What follows belongs to an exercise in optimizing a design on an open flow for small area; a production flow would make more cautious choices. The RTL was checked by simulation tests, not by an equivalence proof against the original design. Power is estimated from default activity; no workload was simulated.

Setup of yarrow:
Design mmu_l2tlb_replace, start of the top module:
module mmu_l2tlb_replace (
    input            rstn,
    input            clk,
    input      [1:0] i_update_en_2,
    input      [7:0] i_update_position_8,
    input      [3:0] i_update_way_4,
    input      [3:0] i_l21_valid_4,
    input      [3:0] i_l22_valid_4,
    input      [1:0] i_replace_en_2,
    input      [5:0] i_l21_replace_position_6,
    input      [7:0] i_l22_replace_position_8,
    output reg [3:0] o_replace_way_4
);
==> flow/config.mk <==
export PLATFORM = sky130hd
export DESIGN_NAME = mmu_l2tlb_replace
export DESIGN_NICKNAME = mmu_l2tlb_replace
export VERILOG_FILES = /design/flow/design.v
export SDC_FILE = /design/flow/constraint.sdc
export NUM_CORES = 4
export LEC_CHECK = 0
export ABC_AREA = 0
export CAP_MARGIN = 20
export CORE_MARGIN = 2
export CORE_UTILIZATION = 55
export CTS_BUF_LIST = sky130_fd_sc_hd__clkbuf_4 sky130_fd_sc_hd__clkbuf_8
export GPL_TIMING_DRIVEN = 0
export SLEW_MARGIN = 20
export SYNTH_HIERARCHICAL = 1
export SYNTH_MINIMUM_KEEP_SIZE = 0
==> flow/constraint.sdc <==
create_clock -name core_clock -period 14.0 [get_ports {clk}]
set_input_delay 2.8000 -clock core_clock [delete_from_list [all_inputs] [get_ports {clk}]]
set_output_delay 2.8000 -clock core_clock [all_outputs]
set_load 0.01 [all_outputs]
run.sh (not shown) runs the stock make flow with config.mk's settings and CLKGATE_MAP_FILE= SYNTH_SCRIPT=/design/flow/synth_recipe.tcl, a recipe that flattens the netlist after the stock synthesis.
> inputs changed (yarrow -> xenon)
# yarrow
export LEC_CHECK = 0
export ABC_AREA = 0
export CAP_MARGIN = 20
export CORE_MARGIN = 2
export CORE_UTILIZATION = 55
export CTS_BUF_LIST = sky130_fd_sc_hd__clkbuf_4 sky130_fd_sc_hd__clkbuf_8
export GPL_TIMING_DRIVEN = 0
export SLEW_MARGIN = 20
export SYNTH_HIERARCHICAL = 1
export SYNTH_MINIMUM_KEEP_SIZE = 0
create_clock -name core_clock -period 14.0 [get_ports {clk}]
# xenon
export LEC_CHECK = 0
export ABC_AREA = 0
export CAP_MARGIN = 20
export CORE_MARGIN = 2
export CORE_UTILIZATION = 55
export SLEW_MARGIN = 20
export SYNTH_HIERARCHICAL = 1
export SYNTH_MINIMUM_KEEP_SIZE = 0
create_clock -name core_clock -period 14.0 [get_ports {clk}]
==> flow/flow/run.sh (new file) <==
#!/bin/bash
set -euo pipefail
export CTS_ARGS="-sink_clustering_enable -repair_clock_nets -dont_use_dummy_load -sink_clustering_size 24 -sink_clustering_max_diameter 100"
bash standard.sh finish > standard_flow.log 2>&1
==> flow/standard.sh (new file) <==
#!/bin/bash
# synth_recipe.tcl (not shown) runs the flow's synth.tcl, then flattens the netlist and writes it again
# the make line also repeats each setting of config.mk as NAME=value (left out here)
make -C /OpenROAD-flow-scripts/flow DESIGN_CONFIG=/design/flow/config.mk WORK_HOME=/design/flow/orfs CLKGATE_MAP_FILE= SYNTH_SCRIPT=/design/flow/synth_recipe.tcl "${@:-finish}"
removed: flow/run.sh
### Flow results
- xenon: all stages complete, timing, DRC and antenna checks passed
- Higher power density over the cells among yarrow and xenon: yarrow
- Setup WNS yarrow -> xenon: better
- xenon — portion of the clock cycle consumed by the worst path in the final layout 2.4 points lower, yarrow as reference
--- input diff xenon..lagoon ---
# xenon
export LEC_CHECK = 0
export ABC_AREA = 0
export CAP_MARGIN = 20
export CORE_MARGIN = 2
export CORE_UTILIZATION = 55
export SLEW_MARGIN = 20
export SYNTH_HIERARCHICAL = 1
export SYNTH_MINIMUM_KEEP_SIZE = 0
create_clock -name core_clock -period 14.0 [get_ports {clk}]
# lagoon
export LEC_CHECK = 0
export ABC_AREA = 0
export CAP_MARGIN = 0
export CORE_MARGIN = 2
export CORE_UTILIZATION = 55
export SLEW_MARGIN = 0
export SYNTH_HIERARCHICAL = 1
export SYNTH_MINIMUM_KEEP_SIZE = 0
create_clock -name core_clock -period 14.0 [get_ports {clk}]
==> flow/run.sh (new file) <==
#!/bin/bash
# synth_recipe.tcl (not shown) runs the flow's synth.tcl, then flattens the netlist and writes it again
# the make line also repeats each setting of config.mk as NAME=value (left out here)
make -C /OpenROAD-flow-scripts/flow DESIGN_CONFIG=/design/flow/config.mk WORK_HOME=/design/flow/orfs CLKGATE_MAP_FILE= SYNTH_SCRIPT=/design/flow/synth_recipe.tcl finish
removed: flow/flow/run.sh
removed: flow/standard.sh
Results
- Summary — end-of-flow core utilization, lagoon relative to xenon: higher, by 2.9 points.
- Going from xenon to lagoon, gate count of the mapped netlist closely matched the old numbers, insertion delay of the later-clocked pin in the worst-skew pair increased by 0.03 ns relative to the old numbers.
- Against xenon, lagoon comes in 5.2 points higher on layout-stage area growth over the synthesis result.
Relative to lagoon, the following input files were edited for nickel:
==> flow/flow/run.sh (new file) <==
#!/bin/bash
set -euo pipefail
export CTS_ARGS="-sink_clustering_enable -repair_clock_nets -dont_use_dummy_load -sink_clustering_size 28 -sink_clustering_max_diameter 100"
bash standard.sh finish > standard_flow.log 2>&1
==> flow/standard.sh (new file) <==
#!/bin/bash
# synth_recipe.tcl (not shown) runs the flow's synth.tcl, then flattens the netlist and writes it again
# the make line also repeats each setting of config.mk as NAME=value (left out here)
make -C /OpenROAD-flow-scripts/flow DESIGN_CONFIG=/design/flow/config.mk WORK_HOME=/design/flow/orfs CLKGATE_MAP_FILE= SYNTH_SCRIPT=/design/flow/synth_recipe.tcl "${@:-finish}"
removed: flow/run.sh
Results
As of nickel, via count of the first global-routing pass had fallen by a few percent compared to lagoon. Power for nickel is lower than for lagoon. lagoon vs nickel, master of the slowest instance on the critical path: clkdlybuf4s50_1 vs nor4_1. From lagoon to nickel the numbers moved as follows: maximum number of pins on one net before global-route repair about even, clock insertion delay at the later pin of the skew report fell 0.04 ns, clock network area share fell 5.0 points, cell count after placement about even, cell area fell 5.2%. Sequential share of cell area: nickel > lagoon. Against lagoon, detailed-routing wirelength on met1 in nickel fell slightly.

-- separate check: timing with driven ports --
How much do the figures lean on ideal ports? The routed layouts below were timed once more, with nothing changed but the port constraints.
Step 1, drivers: a clkbuf_16 drives clk and a buf_2 each remaining input, both assumed.
Step 2 adds t to the input delays and takes it off the output delays; t is the mean of the earliest and latest rising clock arrival at the registers after step 1. Input paths then give back, and output paths get back, about the clock's delay inside the block.
a / b / c = no drivers / after step 1 / after step 2; a / b = the first two.
run	t, ns	slack for setup (ns)	clock arrival spread, ns	worst register clock-pin slew, ns	cell pins on the clock port's net
yarrow	0.886	1.648 / 1.621 / 1.621	0.036 / 0.036	0.08 / 0.08	1
xenon	0.690	1.988 / 1.960 / 1.960	0.063 / 0.063	0.10 / 0.10	1
lagoon	0.734	1.926 / 1.899 / 1.899	0.033 / 0.033	0.07 / 0.07	1
nickel	0.674	1.708 / 1.681 / 1.681	0.053 / 0.053	0.12 / 0.12	1
After both steps every run listed still meets setup and hold. For xenon, which loses most, drivers alone change the setup slack by -0.028 ns; drivers and shift together by -0.028 ns.
